Context: an optimization exercise on an open-source flow, tuned for small area and a short achievable clock period. The choices shown serve that exercise and are no tape-out recipe.
No functional check of the RTL was part of any run shown here.
No activity file was given, so power comes from the tool's default toggle rates.

==> flow/design.v, too long to show whole: its modules and the start of the top module <==
// module float_copro_dp: 1551 lines
// module float_copro: 40 lines
module float_copro
   (
    input  logic        clk,
    input  logic        copro_valid,
    input  logic        copro_accept,
    input  logic [10:0] copro_opcode,
    input  logic [31:0] copro_op0,
    input  logic [31:0] copro_op1,
    output logic        copro_complete,
    output logic [31:0] copro_result
    );
  // ...
==> flow/flow/run.sh <==
#!/bin/bash
set -euo pipefail
MARGIN=${MARGIN:-9.0}
R=orfs/results/$FLOW_PLATFORM/float_copro/base
bash standard.sh synth > log_synth.txt 2>&1
python3 flow/fixinv.py $R/1_2_yosys.v $R/1_2_yosys_fixinv.v > log_fixinv.txt 2>&1
cp $R/1_2_yosys.v $R/1_2_yosys_orig.v
cp $R/1_2_yosys_fixinv.v $R/1_2_yosys.v
rm -f $R/1_synth.odb $R/1_synth.sdc
bash standard.sh synth > log_synth_odb.txt 2>&1
for step in floorplan place cts route finish; do
  bash standard.sh SETUP_SLACK_MARGIN=$MARGIN \
    "BUFFER_PORTS_ARGS=-buffer_cell sky130_fd_sc_hd__buf_1" $step > log_$step.txt 2>&1
done
==> flow/flow/fixinv.py <==
#!/usr/bin/env python3
"""Remove inverters around full adders in a Yosys-written gate netlist.

A full adder is self-dual: FA(~a, ~b, ~c) = (~cout, ~sum).  Yosys's extract_fa
leaves many inverters between adder cells.  This script chooses a polarity for
every full-adder cell (all its pins inverted or not) and for every xor2/xnor2
cell (an xor2 is an xnor2 with its output inverted), so that as few signals as
possible are needed in both polarities, and rebuilds the netlist with one
inverter for each signal that is.  Usage: fixinv.py IN.v OUT.v"""
import re, sys, random, math

LIB = "sky130_fd_sc_hd__"
OUTPINS = {"X", "Y", "Q", "Q_N", "COUT", "SUM", "HI", "LO"}

src = open(sys.argv[1]).read()
m = re.search(r"^\s*" + LIB, src, re.M)
head, body = src[:m.start()], src[m.start():]
end = body.rindex("endmodule")
tail, body = body[end:], body[:end]

inst_re = re.compile(r"\s*(" + LIB + r"\w+)\s+(\S+)\s*\((.*?)\);\s*", re.S)
pin_re = re.compile(r"\.(\w+)\(\s*(.*?)\s*\)\s*(?:,|$)", re.S)
cells, order = {}, []
pos = 0
while pos < len(body):
    mm = inst_re.match(body, pos)
    if not mm:
        if body[pos:].strip():
            sys.exit("unparsed netlist text: " + body[pos:pos + 200])
        break
    typ, name, pins = mm.groups()
    cells[name] = [typ, {p: n.strip() for p, n in pin_re.findall(pins.strip())}]
    order.append(name)
    pos = mm.end()

ports = set()
for mo in re.finditer(r"^\s*(?:output|input)\s+(\[\d+:\d+\]\s*)?(\S+)\s*;", head, re.M):
    rng, nm = mo.groups()
    if rng:
        a, b = map(int, re.findall(r"\d+", rng))
        ports.update(f"{nm}[{i}]" for i in range(min(a, b), max(a, b) + 1))
    ports.add(nm)

def kind(c):
    t = cells[c][0][len(LIB):]
    if t.startswith("inv_") or t.startswith("clkinv_"):
        return "inv"
    if t.startswith("fa_"):
        return "fa"
    if t.startswith("xor2_") or t.startswith("xnor2_"):
        return "x2"
    return "other"

drv, lds = {}, {}
for c, (t, pm) in cells.items():
    for p, n in pm.items():
        (drv.__setitem__(n, (c, p)) if p in OUTPINS else lds.setdefault(n, []).append((c, p)))

# root of every net through inverter chains
def root(n):
    par = 0
    seen = 0
    while n in drv and kind(drv[n][0]) == "inv" and seen < 50:
        n = cells[drv[n][0]][1]["A"]
        par ^= 1
        seen += 1
    return n, par

invs = [c for c in cells if kind(c) == "inv"]
roots = {}   # root net -> {"loads": [(cell, pin, par)], "names": {par: name}}
def R(r):
    return roots.setdefault(r, {"loads": [], "names": {0: r}})
for n in set(list(drv) + list(lds)):
    if n in drv and kind(drv[n][0]) == "inv":
        r, par = root(n)
        R(r)["names"].setdefault(par, n)
for c in cells:
    if kind(c) == "inv":
        continue
    for p, n in cells[c][1].items():
        if p in OUTPINS:
            continue
        r, par = root(n)
        R(r)["loads"].append((c, p, par))
for r, d in roots.items():
    for par, name in list(d["names"].items()):
        pass
port_need = {}
for pn in ports:
    if pn in drv or pn in lds:
        r, par = root(pn)
        if r in roots or pn in drv:
            R(r)
            if roots[r]["names"].get(par) not in (None, pn):
                # two names of the same phase, one a port: keep as is by making the
                # port a separate load that needs that phase
                pass
            roots[r]["names"][par] = pn
            port_need.setdefault(r, set()).add(par)

flip = {c: 0 for c in cells if kind(c) in ("fa", "x2")}
def drvflip(r):
    d = drv.get(r)
    if d is None:
        return 0
    c = d[0]
    return flip.get(c, 0)

def loadflip(c):
    return flip.get(c, 0) if kind(c) == "fa" else 0

def cost_root(r):
    d = roots[r]
    s = drvflip(r)
    need = set()
    for c, p, par in d["loads"]:
        need.add(par ^ loadflip(c) ^ s)
    for par in port_need.get(r, ()):
        need.add(par ^ s)
    return 1 if len(need) > 1 or (need == {1}) else 0
# note: need == {1} alone means every load wants the other phase: 1 inverter

cell_roots = {}
for r, d in roots.items():
    if r in drv:
        cell_roots.setdefault(drv[r][0], set()).add(r)
    for c, p, par in d["loads"]:
        cell_roots.setdefault(c, set()).add(r)

def total():
    return sum(cost_root(r) for r in roots)

start_inv = len(invs)
best = total()
cur = best
bestflip = dict(flip)
vars_ = list(flip)
random.seed(1)
T = 1.0
N = 60000
for it in range(N):
    T = 1.0 * (1 - it / N) + 0.02
    c = random.choice(vars_)
    rs = cell_roots.get(c, ())
    before = sum(cost_root(r) for r in rs)
    flip[c] ^= 1
    after = sum(cost_root(r) for r in rs)
    dlt = after - before
    if dlt <= 0 or random.random() < math.exp(-dlt / T):
        cur += dlt
        if cur < best:
            best = cur
            bestflip = dict(flip)
    else:
        flip[c] ^= 1
flip = bestflip

# rebuild
for c in invs:
    del cells[c]
newid = [0]
new_wires = []
def fresh(base):
    newid[0] += 1
    n = f"_fixinv_{newid[0]}_"
    new_wires.append(n)
    return n
ninv = 0
for r, d in roots.items():
    s = drvflip(r)
    names = dict(d["names"])
    if r in drv:
        # driver output now carries phase s
        pass
    need = {}
    for c, p, par in d["loads"]:
        ph = par ^ loadflip(c)
        need.setdefault(ph, []).append((c, p))
    for par in port_need.get(r, ()):
        need.setdefault(par, [])
    if not need:
        continue
    # the driven net: name of phase s
    if s not in names:
        names[s] = fresh(r)
    if r in drv:
        c, p = drv[r]
        cells[c][1][p] = names[s]
    for ph, lst in need.items():
        if ph not in names:
            names[ph] = fresh(r)
        for c, p in lst:
            cells[c][1][p] = names[ph]
        if ph != s:
            newid[0] += 1
            nm = f"_fixinv_i{newid[0]}_"
            cells[nm] = [LIB + "inv_1", {"A": names[s], "Y": names[ph]}]
            order.append(nm)
            ninv += 1
for c in cells:
    if kind(c) == "fa" and flip[c]:
        pass  # pins already rewired by phase; the cell itself is unchanged

for c in list(cells):
    if kind(c) == "x2" and flip[c]:
        t = cells[c][0]
        pm = cells[c][1]
        if "xnor2_" in t:
            cells[c][0] = t.replace("xnor2_", "xor2_")
            pm["X"] = pm.pop("Y")
        else:
            cells[c][0] = t.replace("xor2_", "xnor2_")
            pm["Y"] = pm.pop("X")
out = [head]
for w in new_wires:
    out.append(f"  wire {w};\n")
for c in order:
    if c in cells:
        t, pm = cells[c]
        out.append(f"  {t} {c} (\n" + ",\n".join(f"    .{p}({n}{' ' if n.startswith(chr(92)) else ''})" for p, n in pm.items()) + "\n  );\n")
out.append(tail)
open(sys.argv[2], "w").write("".join(out))
print(f"fixinv: inverters {start_inv} -> {ninv} (model {best}); flipped {sum(flip.values())} cells",
      file=sys.stderr)
==> flow/standard.sh <==
#!/bin/bash
# synth_recipe.tcl (not shown) runs the flow's synth.tcl, then flattens the netlist and writes it again
# the make line also repeats each setting of config.mk as NAME=value (left out here)
make -C /OpenROAD-flow-scripts/flow DESIGN_CONFIG=/design/flow/config.mk WORK_HOME=/design/flow/orfs CLKGATE_MAP_FILE= SYNTH_SCRIPT=/design/flow/synth_recipe.tcl "${@:-finish}"
==> flow/config.mk <==
export PLATFORM = sky130hd
export DESIGN_NAME = float_copro
export DESIGN_NICKNAME = float_copro
export VERILOG_FILES = /design/flow/design.v
export SDC_FILE = /design/flow/constraint.sdc
export NUM_CORES = 4
export LEC_CHECK = 0
export CAP_MARGIN = 20
export CORE_MARGIN = 2
export CORE_UTILIZATION = 40
export SLEW_MARGIN = 20
==> flow/constraint.sdc <==
create_clock -name core_clock -period 14.0 [get_ports {clk}]
set_input_delay 2.8000 -clock core_clock [delete_from_list [all_inputs] [get_ports {clk}]]
set_output_delay 2.8000 -clock core_clock [all_outputs]
set_load 0.01 [all_outputs]
==> flow_metrics.tcl, run 1 <==
set metrics [dict create \
    status "no timing/DRC/antenna violations" \
    use_met2_pct 38.8 \
    ff_latch_area_um2 2330 \
    top_regs "a_r: 32 flops, b_r: 32 flops, lo_r: 20 flops" \
    syn2layout_area_growth_pct 15.8 \
    setup_slack_ns 8.49 \
    seq_cell_count 115 \
    rsz0062_at_grt "yes" \
    buffers 174 \
    dpl-instance-area_um2 15200 \
    hold_path.class "flop to flop" \
    synth_area_um2 14500 \
    critPathBufInv 1 \
    p_sw_share_pct 44.0 \
    viasPerCell 5.88 \
    max_stage_delay_ns 0.60 \
    cts-root-buf "clkbuf_16" \
    ant_nets 0 \
    coreArea_um2 35600 \
    drt_iter0_drc 1231 \
    multi_input_area_um2 11900 \
    n_tap_cell 461 \
    design_area_um2 16800 \
    min_period_ns 5.51 \
    clk-power_uw 466 \
    multi_input_area_share_pct 70.9 \
    worstSetupPathType "flop to flop" \
    met3_usage_pct 4.51 \
    utilization_pct 47.1 \
]
==> module float_copro, before the edit <==
module float_copro
   (
    input  logic        clk,
    input  logic        copro_valid,
    input  logic        copro_accept,
    input  logic [10:0] copro_opcode,
    input  logic [31:0] copro_op0,
    input  logic [31:0] copro_op1,
    output logic        copro_complete,
    output logic [31:0] copro_result
    );
   logic [31:0] a_r, b_r;
   logic        mul_r, as_r, sub_r;    
   logic [3:0]  cnt;           
   logic [19:0] lo_d, lo_r;
   logic        cy_d, cy_r;
   logic [11:0] hs_d, hc_d, hs_r, hc_r;
   float_copro_dp datapath (
      .a(a_r), .b(b_r), .mul(mul_r), .addsub(as_r), .sub(sub_r),
      .lo(lo_d), .lo_cy(cy_d), .hi_s(hs_d), .hi_c(hc_d)
   );
   always_ff @(posedge clk) begin
      a_r   <= copro_op0;
      b_r   <= copro_op1;
      mul_r <= copro_opcode[1:0] == 2'd2;
      as_r  <= !copro_opcode[1];
      sub_r <= copro_opcode[1:0] == 2'd1;
      lo_r  <= lo_d;
      cy_r  <= cy_d;
      hs_r  <= hs_d;
      hc_r  <= hc_d;
      if (!copro_valid || copro_accept)
         cnt <= 4'd0;
      else if (cnt != 4'd15)
         cnt <= cnt + 4'd1;
   end
   assign copro_complete = mul_r ? cnt >= 4'd2 : as_r ? cnt >= 4'd3 : cnt >= 4'd11;
   wire [12:0] hi = {hs_r, 1'b1} + {hc_r, cy_r};
   assign copro_result = {hi[12:1], lo_r};
endmodule
==> inputs of run 2 (changes only) <==
--- a/flow/design.v
+++ b/flow/design.v
@@ -1,18 +1,18 @@
 module float_copro_dp (
    input  logic [31:0] a,
    input  logic [31:0] b,
    input  logic        mul,     
    input  logic        addsub,      
    input  logic        sub,     
-   output logic [19:0] lo,
+   output logic [23:0] lo,
    output logic        lo_cy,
-   output logic [11:0] hi_s,
-   output logic [11:0] hi_c
+   output logic [7:0] hi_s,
+   output logic [7:0] hi_c
    );
    wire [15:0] one, two, neg;
    wire [31:0] c = a & {32{addsub}};
    genvar k;
    generate
       for (k = 0; k < 16; k = k + 1) begin : enc
          wire x2 = a[2*k+1];
          wire x1 = a[2*k];
@@ -1540,37 +1540,37 @@
    assign tx24 = tx22 ^ tx23;
    assign tx25 = fc99 ^ fc142;
    assign tx26 = tx24 ^ tx25;
    assign tx27 = tx26 ^ fc143;
    assign tx28 = tx27 ^ fc168;
    assign tx29 = tx28 ^ fc196;
    wire [31:0] rs = {tx29, fc195, fc194, fc193, fc192, fc191, fc190, fc189, fc188, fc187, fc186, fc185, fc184, fc183, fc182, fc181, fc180, fc179, fc178, fc177, fc176, fc175, fc174, fc173, fc172, fc171, fc170, hc29, hs29, hc28, hc27, pp0_0};
    wire [31:0] rc = {1'b0, fs196, fs195, fs194, fs193, fs192, fs191, fs190, fs189, fs188, fs187, fs186, fs185, fs184, fs183, fs182, fs181, fs180, fs179, fs178, fs177, fs176, fs175, fs174, fs173, fs172, fs171, fs170, fc169, fs169, hs28, hs27};
-   assign {lo_cy, lo} = {1'b0, rs[19:0]} + {1'b0, rc[19:0]};
-   assign hi_s = rs[31:20];
-   assign hi_c = rc[31:20];
+   assign {lo_cy, lo} = {1'b0, rs[23:0]} + {1'b0, rc[23:0]};
+   assign hi_s = rs[31:24];
+   assign hi_c = rc[31:24];
 endmodule
 module float_copro
    (
     input  logic        clk,
     input  logic        copro_valid,
     input  logic        copro_accept,
     input  logic [10:0] copro_opcode,
     input  logic [31:0] copro_op0,
     input  logic [31:0] copro_op1,
     output logic        copro_complete,
     output logic [31:0] copro_result
     );
    logic [31:0] a_r, b_r;
    logic        mul_r, as_r, sub_r;    
    logic [3:0]  cnt;           
-   logic [19:0] lo_d, lo_r;
+   logic [23:0] lo_d, lo_r;
    logic        cy_d, cy_r;
-   logic [11:0] hs_d, hc_d, hs_r, hc_r;
+   logic [7:0] hs_d, hc_d, hs_r, hc_r;
    float_copro_dp datapath (
       .a(a_r), .b(b_r), .mul(mul_r), .addsub(as_r), .sub(sub_r),
       .lo(lo_d), .lo_cy(cy_d), .hi_s(hs_d), .hi_c(hc_d)
    );
    always_ff @(posedge clk) begin
       a_r   <= copro_op0;
       b_r   <= copro_op1;
       mul_r <= copro_opcode[1:0] == 2'd2;
@@ -1581,11 +1581,11 @@
       hs_r  <= hs_d;
       hc_r  <= hc_d;
       if (!copro_valid || copro_accept)
          cnt <= 4'd0;
       else if (cnt != 4'd15)
          cnt <= cnt + 4'd1;
    end
    assign copro_complete = mul_r ? cnt >= 4'd2 : as_r ? cnt >= 4'd3 : cnt >= 4'd11;
-   wire [12:0] hi = {hs_r, 1'b1} + {hc_r, cy_r};
-   assign copro_result = {hi[12:1], lo_r};
+   wire [8:0] hi = {hs_r, 1'b1} + {hc_r, cy_r};
+   assign copro_result = {hi[8:1], lo_r};
 endmodule
==> run 2 against run 1 <==
- power up 5.7%
- setup slack worse by 0.22 ns
- clock skew is 0.011 ns higher
- clock power is 37% lower
- design area shrank 1.7%
- count of clock-buffer cells in the layout shrank 8
- register-to-register slack got worse by 0.22 ns
- utilization shrank 0.79 points
- cell count decreased by 0.70%
- global-route usage is 0.29 points lower
- flip-flop and latch count down 4
- critical path type unchanged
- largest power group unchanged
==> flow_metrics.tcl, run 2 <==
set metrics [dict create \
    synth_warnings 1 \
    synth_area_um2 14400 \
    drive_gt1_share_pct 14.9 \
    clock_skew_ns 0.0298 \
    fp.dieArea_um2 37600 \
    drc 0 \
    die_y_um 194 \
    ff_latch_area_um2 2250 \
    layout.nets 1876 \
    viasPerCell 5.93 \
    dieWidth_um 194 \
    ios 111 \
    r2r_setup_slack_ns 8.28 \
    drt_iter0_drc 1298 \
    synth_fp_nets 1812 \
    arrival_ns 5.97 \
    drv_slew 0 \
    whs_endpoint "cnt[1]" \
    synthCells 1458 \
    cts-root-buf "clkbuf_16" \
    cts_buffers 9 \
    cts_buffer_depth 2 \
    worstMarginPinSlew_ns 1.16 \
    routed_wl_um 46200 \
    hp-start "cnt[1]" \
    total_leakage_power_nw 6.40 \
    diodes 0 \
    antenna_found_initial 0 \
    cp.required_ns 14.25 \
    first_global_vias 11600 \
    cts.sinks 111 \
    setup_tns_ns 0 \
    worst_skew_pair.late_latency_ns 0.40 \
    syn2layout_area_growth_pct 14.2 \
    wire_per_inst_um 23.2 \
    ant_nets 0 \
    final_common_cell "a22oi_1" \
    endpoint_kind "flop" \
    fmax_ghz 0.175 \
    utilization_pct 46.3 \
    reg2reg_from "a_r[19]" \
    hold_viol_final 0 \
    dpl.hpwl_um 31700 \
    min_period_ns 5.72 \
    cp-start-kind "flop" \
    hold_depth 2 \
    fillCellCount 3383 \
    initial_core_util_pct 40.6 \
    multi_input_area_um2 12000 \
    path_clk_slew_ns 0.09 \
    r2r-end "hs_r[7]" \
    grt_pass1_wl_um 70500 \
    rsz0062_at_grt "yes" \
    path_max_fanout 11 \
    tritoncts "done" \
    grt_max_degree 35 \
    place_congestion 0.908 \
    cts_max_level 3 \
    finalSetupViolCount 0 \
    drt-pass1-iter-count 6 \
    peakVddDrop_mv 0.108 \
    avgSynthCellArea_um2 9.89 \
    maxSlewHeadroom_pct 22.7 \
    cap_violations 0 \
    placementRows 69 \
    layout_common_cells "238 x a22oi_1, 178 x fa_1, 161 x xor2_1, 153 x xnor2_1, 98 x buf_1" \
    grtUsageTotal_pct 24.3 \
    worstSetupPathType "flop to flop" \
    coreArea_um2 35600 \
    grt_overflow_total 0 \
    vias 11800 \
    port_buffers 101 \
    hold_path.class "flop to flop" \
    min_period_over_period_pct 40.9 \
    power_density_nw_per_um2 190 \
    r2r_cells 18 \
    status "no timing/DRC/antenna violations" \
    top_regs "a_r: 32 flops, b_r: 32 flops, lo_r: 24 flops" \
]
-- run 2: layout make-up --
type | instances | area share [%]
multi-input combinational | 1164 | 72.7
sequential | 111 | 13.7
timing repair buffer | 187 | 6.99
tap | 461 | 3.50
clock buffer | 9 | 1.37
inverter | 49 | 1.22
clock inverter | 7 | 0.585
-- run 2: per-layer routing --
layer	global-route usage [%]	part of all wire (%)	routed length [um]	up-vias
met4	8.81	3.7	1690	0
met1	34.3	43	19800	5904
met3	3.36	8.2	3800	105
li1	-	-	-	5145
met5	0	0	0	-
met2	38.2	45	20900	641
-- run 2: metrics by stage --
step / worst slack [ns] / instances / power (mW) / cell area (um^2) / hold slack [ns]
2_1_floorplan: 8.54 / 1458 / 2.09 / 14700 / 0.524
3_3_place_gp: 7.48 / 1912 / 2.57 / 15200 / 0.547
3_5_place_dp: 7.47 / 1912 / 2.61 / 15200 / 0.559
4_1_cts: 8.21 / 1955 / 2.96 / 16000 / 0.572
5_1_grt: 8.13 / 1988 / 3.44 / 16500 / 0.604
6_report: 8.28 / 1988 / 3.13 / 16500 / 0.567
-- run 2: power by group --
part,switching (mW),leakage (nW),internal (mW)
Clock,0.161,0.156,0.133
Sequential,0.0469,0.937,0.419
Combinational,1.23,5.30,1.14
Total,1.44,6.40,1.69
-- run 2: how the worst max path moves through the flow --
stage                  from       to  slack, ns  cells past startpoint
finish              a_r[19]  hs_r[7]       8.28                     18
global route         a_r[3]  hs_r[7]       8.13                     20
CTS                   mul_r  hs_r[7]       8.21                     18
detailed placement    mul_r  hs_r[7]       7.47                     17
global placement      mul_r  hs_r[7]       7.48                     17
floorplan             mul_r  hs_r[7]       8.54                     22
-- run 2: timing repair --
| action | CTS | global route |
|---|---|---|
| setup endpoints to repair | 23 | 16 |
| gates cloned | 6 | 2 |
| gates resized for setup | 50 | 71 |
| hold buffers | 0 | 0 |
| setup buffers | 21 | 31 |
| pin swaps | 23 | 41 |
-- run 2: critical path: stages, from the launching register on --
cell     delay (ns)
dfxtp_2        0.38
ha_1           0.33
and2_4         0.27
a22oi_2        0.08
xor2_1         0.19
fa_1           0.61
fa_1           0.46
fa_1           0.54
fa_2           0.36
fa_1           0.46
fa_2           0.40
xnor2_2        0.16
xnor2_1        0.18
xnor2_1        0.17
xnor2_1        0.12
xnor2_1        0.25
xnor2_2        0.14
xnor3_1        0.25
xnor3_1        0.25

## static timing again, ports no longer ideal
Ports are ideal in the flow. The routed layouts listed here were re-timed in OpenROAD.
Step 1: set_driving_cell puts a clkbuf_16 on clk and a buf_2 on each other input, an assumption about the parent block.
Step 2 moves the port delays by t, midway between the first and last clock arrival at a register: inputs arrive t later, outputs are due t later. That takes back most of the time a late clock gives input paths.
a / b / c = ideal / step 1 / step 2; a / b = the first two.
| run | shift t [ns] | setup WS [ns] | worst register clock-pin slew, ns | pins driven straight from the clock port |
|---|---|---|---|---|
| run 1 | 0.493 | 8.494 / 8.474 / 8.494 | 0.08 / 0.08 | 1 |
| run 2 | 0.434 | 8.276 / 8.276 / 8.276 | 0.11 / 0.11 | 1 |
After both steps setup and hold are still met in every run listed.
